From an optimization exercise on the open Yosys and OpenROAD flow, aimed at small area and a short achievable clock period; shortcuts taken in it are not production practice. Only simulation tests tie the RTL to the original design; equivalence was not proved.

==> violet <==
Design fc2, start of the top module:
module fc2 (
    input clk,
    input rst_n,
    input logic [511:0] weight ,
    input  logic [10:0] in_data,
    input in_valid,
    output logic out_valid,
    output logic [15:0] sum
);
==> module fc2_group, before the edit <==
module fc2_group #(
    parameter logic [63:0] BIASES = '0    
) (
    input  logic        clk,
    input  logic [63:0] weight,
    input  logic [10:0] in_data,
    input  logic        load_n,
    output logic [159:0] res
);
    logic [12:0] xe, x1, x3, xn1;
    logic        xmin, load;
    logic [23:0] acc [0:7];
    logic [3:0] cb [0:7];
    logic [7:0] rb;
    assign xe = {{2{in_data[10]}}, in_data};
    always_ff @(posedge clk) begin
        x1 <= xe;
        x3 <= xe + {xe[11:0], 1'b0};
        xn1 <= -xe;
        xmin <= (in_data == 11'h400);
        load <= load_n;
    end
    genvar j;
    generate
        for (j = 0; j < 8; j = j + 1) begin : col
            fc2_column #(.BIAS(BIASES[(7-j)*8 +: 8])) fc (
                .clk(clk),
                .weight(weight[8*j +: 8]),
                .m1(x1),
                .m2({x1[11:0], 1'b0}),
                .m3(x3),
                .n1(xn1),
                .n2({xn1[11:0], 1'b0}),
                .xmin(xmin),
                .first(load),
                .acc(acc[j]),
                .cb(cb[j]),
                .rb(rb[j])
            );
            assign res[20*j +: 20] = {acc[j][23:9], cb[j], rb[j]};
        end
    endgenerate
endmodule
==> module fc2, before the edit <==
module fc2 (
    input clk,
    input rst_n,
    input logic [511:0] weight ,
    input  logic [10:0] in_data,
    input in_valid,
    output logic out_valid,
    output logic [15:0] sum
);
localparam logic [511:0] BIAS_FLAT = {
    8'h24, 8'h0E, 8'h01, 8'h02, 8'h1F, 8'h12, 8'hFE, 8'hEF,
    8'h1A, 8'hE5, 8'h08, 8'h19, 8'h3E, 8'hD0, 8'h25, 8'h07,
    8'h12, 8'hF0, 8'hBC, 8'hF6, 8'hFF, 8'h06, 8'hF7, 8'hFD,
    8'h0E, 8'h01, 8'hD4, 8'hE7, 8'hF4, 8'hE0, 8'hD1, 8'h3E,
    8'h09, 8'h20, 8'hC6, 8'hFA, 8'hFD, 8'h17, 8'hF4, 8'hF0,
    8'h12, 8'h17, 8'hF3, 8'h12, 8'h01, 8'h12, 8'h01, 8'h19,
    8'h23, 8'hB9, 8'hFB, 8'h12, 8'hD8, 8'hB2, 8'h19, 8'hE9,
    8'hE9, 8'h16, 8'h11, 8'hC5, 8'h1C, 8'h01, 8'h26, 8'hD8
};
logic       run, primed;
logic [7:0] ph, ph_n;
logic       load;
assign ph_n = (run || in_valid) ? ph + 8'd1 : ph;
always_ff @(posedge clk or negedge rst_n) begin
    if (!rst_n) begin
        run <= 1'b0;
        ph <= 8'd255;
        load <= 1'b0;
        primed <= 1'b0;
        out_valid <= 1'b0;
    end else begin
        if (in_valid) run <= 1'b1;
        ph <= ph_n;
        load <= (ph_n == 8'd0);
        if (run && ph == 8'd255) primed <= 1'b1;
        out_valid <= primed && (ph >= 8'd5) && (ph <= 8'd68);
    end
end
logic [19:0] res [0:63];
genvar g;
generate
    for (g = 0; g < 8; g = g + 1) begin : grp
        logic [159:0] gres;
        fc2_group #(.BIASES(BIAS_FLAT[(7 - g)*64 +: 64])) fg (
            .clk(clk),
            .weight(weight[64*g +: 64]),
            .in_data(in_data),
            .load_n(ph_n == 8'd0),
            .res(gres)
        );
        for (genvar j = 0; j < 8; j = j + 1) begin : ch
            assign res[8*g + j] = gres[20*j +: 20];
        end
    end
endgenerate
logic [19:0] sr [1:68];
logic [15:0] sr0;
logic [14:0] hi, t;
logic [3:0] cbt;
assign hi = ~sr[1][19:5];
assign cbt = ~sr[1][4:1];
assign t = hi + ({14'd0, cbt[0]} << 0) + ({14'd0, cbt[1]} << 4) + ({14'd0, cbt[2]} << 8) + ({14'd0, cbt[3]} << 12);
always_ff @(posedge clk) begin
    for (int k = 1; k < 5; k = k + 1) sr[k] <= sr[k+1];
    for (int k = 5; k < 68; k = k + 1) sr[k] <= ({20{load}} & res[k-5]) | sr[k+1];
    sr[68] <= {20{load}} & res[63];
    sr0 <= {t, sr[1][0]};
end
assign sum = sr0;
endmodule
clock: 8.0 ns
lec_check: 0
cap_margin: 20
core_margin: 2
core_utilization: 45
cts_cluster_diameter: 100
cts_cluster_size: 20
setup_slack_margin: 4.6
slew_margin: 20
synth_hierarchical: 1
run.sh (not shown) runs the stock make flow with config.mk's settings and CLKGATE_MAP_FILE= SYNTH_SCRIPT=/design/flow/synth_recipe.tcl, a recipe that flattens the netlist after the stock synthesis.
==> raven (differences from violet) <==
--- a/flow/design.v
+++ b/flow/design.v
@@ -475,9 +475,9 @@
 module fc2_group #(
-    parameter logic [63:0] BIASES = '0    
+    parameter logic [31:0] BIASES = '0    
 ) (
     input  logic        clk,
-    input  logic [63:0] weight,
+    input  logic [31:0] weight,
     input  logic [10:0] in_data,
     input  logic        load_n,
-    output logic [159:0] res
+    output logic [79:0] res
 );
@@ -485,5 +485,5 @@
     logic        xmin, load;
-    logic [23:0] acc [0:7];
-    logic [3:0] cb [0:7];
-    logic [7:0] rb;
+    logic [23:0] acc [0:3];
+    logic [3:0] cb [0:3];
+    logic [3:0] rb;
     assign xe = {{2{in_data[10]}}, in_data};
@@ -498,4 +498,4 @@
     generate
-        for (j = 0; j < 8; j = j + 1) begin : col
-            fc2_column #(.BIAS(BIASES[(7-j)*8 +: 8])) fc (
+        for (j = 0; j < 4; j = j + 1) begin : col
+            fc2_column #(.BIAS(BIASES[(3-j)*8 +: 8])) fc (
                 .clk(clk),
@@ -615,7 +615,7 @@
 generate
-    for (g = 0; g < 8; g = g + 1) begin : grp
-        logic [159:0] gres;
-        fc2_group #(.BIASES(BIAS_FLAT[(7 - g)*64 +: 64])) fg (
+    for (g = 0; g < 16; g = g + 1) begin : grp
+        logic [79:0] gres;
+        fc2_group #(.BIASES(BIAS_FLAT[(15 - g)*32 +: 32])) fg (
             .clk(clk),
-            .weight(weight[64*g +: 64]),
+            .weight(weight[32*g +: 32]),
             .in_data(in_data),
@@ -624,4 +624,4 @@
         );
-        for (genvar j = 0; j < 8; j = j + 1) begin : ch
-            assign res[8*g + j] = gres[20*j +: 20];
+        for (genvar j = 0; j < 4; j = j + 1) begin : ch
+            assign res[4*g + j] = gres[20*j +: 20];
         end
--- a/flow/config.mk
+++ b/flow/config.mk
@@ -12,3 +12,3 @@
 export CTS_CLUSTER_SIZE = 20
-export SETUP_SLACK_MARGIN = 4.6
+export SETUP_SLACK_MARGIN = 4.75
 export SLEW_MARGIN = 20
==> tundra (differences from violet) <==
--- a/flow/config.mk
+++ b/flow/config.mk
@@ -12,3 +12,3 @@
 export CTS_CLUSTER_SIZE = 20
-export SETUP_SLACK_MARGIN = 4.6
+export SETUP_SLACK_MARGIN = 4.55
 export SLEW_MARGIN = 20
==> summary of the runs <==
violet passed the timing, design-rule and antenna checks. raven finished clean. tundra finished with timing, DRC and antenna clean.
Setup slack, highest first: raven, tundra, violet.
Cell count: tundra < violet < raven.
Hold slack, highest first: raven, tundra, violet.
The highest sequential share of layout area belongs to raven, the lowest to violet.
Count of clock-buffer cells in the layout, lowest first: violet, tundra, raven.
Non-clock buffer count: raven > violet > tundra.

port drivers added, routing unchanged:
In the flow no input, the clock included, has a driving cell. The finished layouts below were timed again as built, in two steps. Step 1 assumes that a clkbuf_16 drives the clock port and a buf_2 every other input. Step 2, shift: input delay + t, output delay - t, t = (earliest + latest rising clock arrival at the registers) / 2. This alone moves slack from input paths to output paths. Three values: ideal ports, drivers, drivers and shift; two values: the first two.
run	t (ns)	slack for setup (ns)	worst hold slack (ns)	worst slew at a driven data input, ns
violet	1.115	4.513 / 4.513 / 3.800	0.322 / 0.322 / 0.322	0.41
raven	1.142	4.647 / 4.647 / 3.754	0.327 / 0.327 / 0.327	0.37
tundra	1.119	4.541 / 4.541 / 3.771	0.322 / 0.322 / 0.322	0.33
After both steps setup and hold are still met in every run listed. For raven, which loses most, drivers alone change the setup slack by 0.000 ns; drivers and shift together by -0.893 ns.
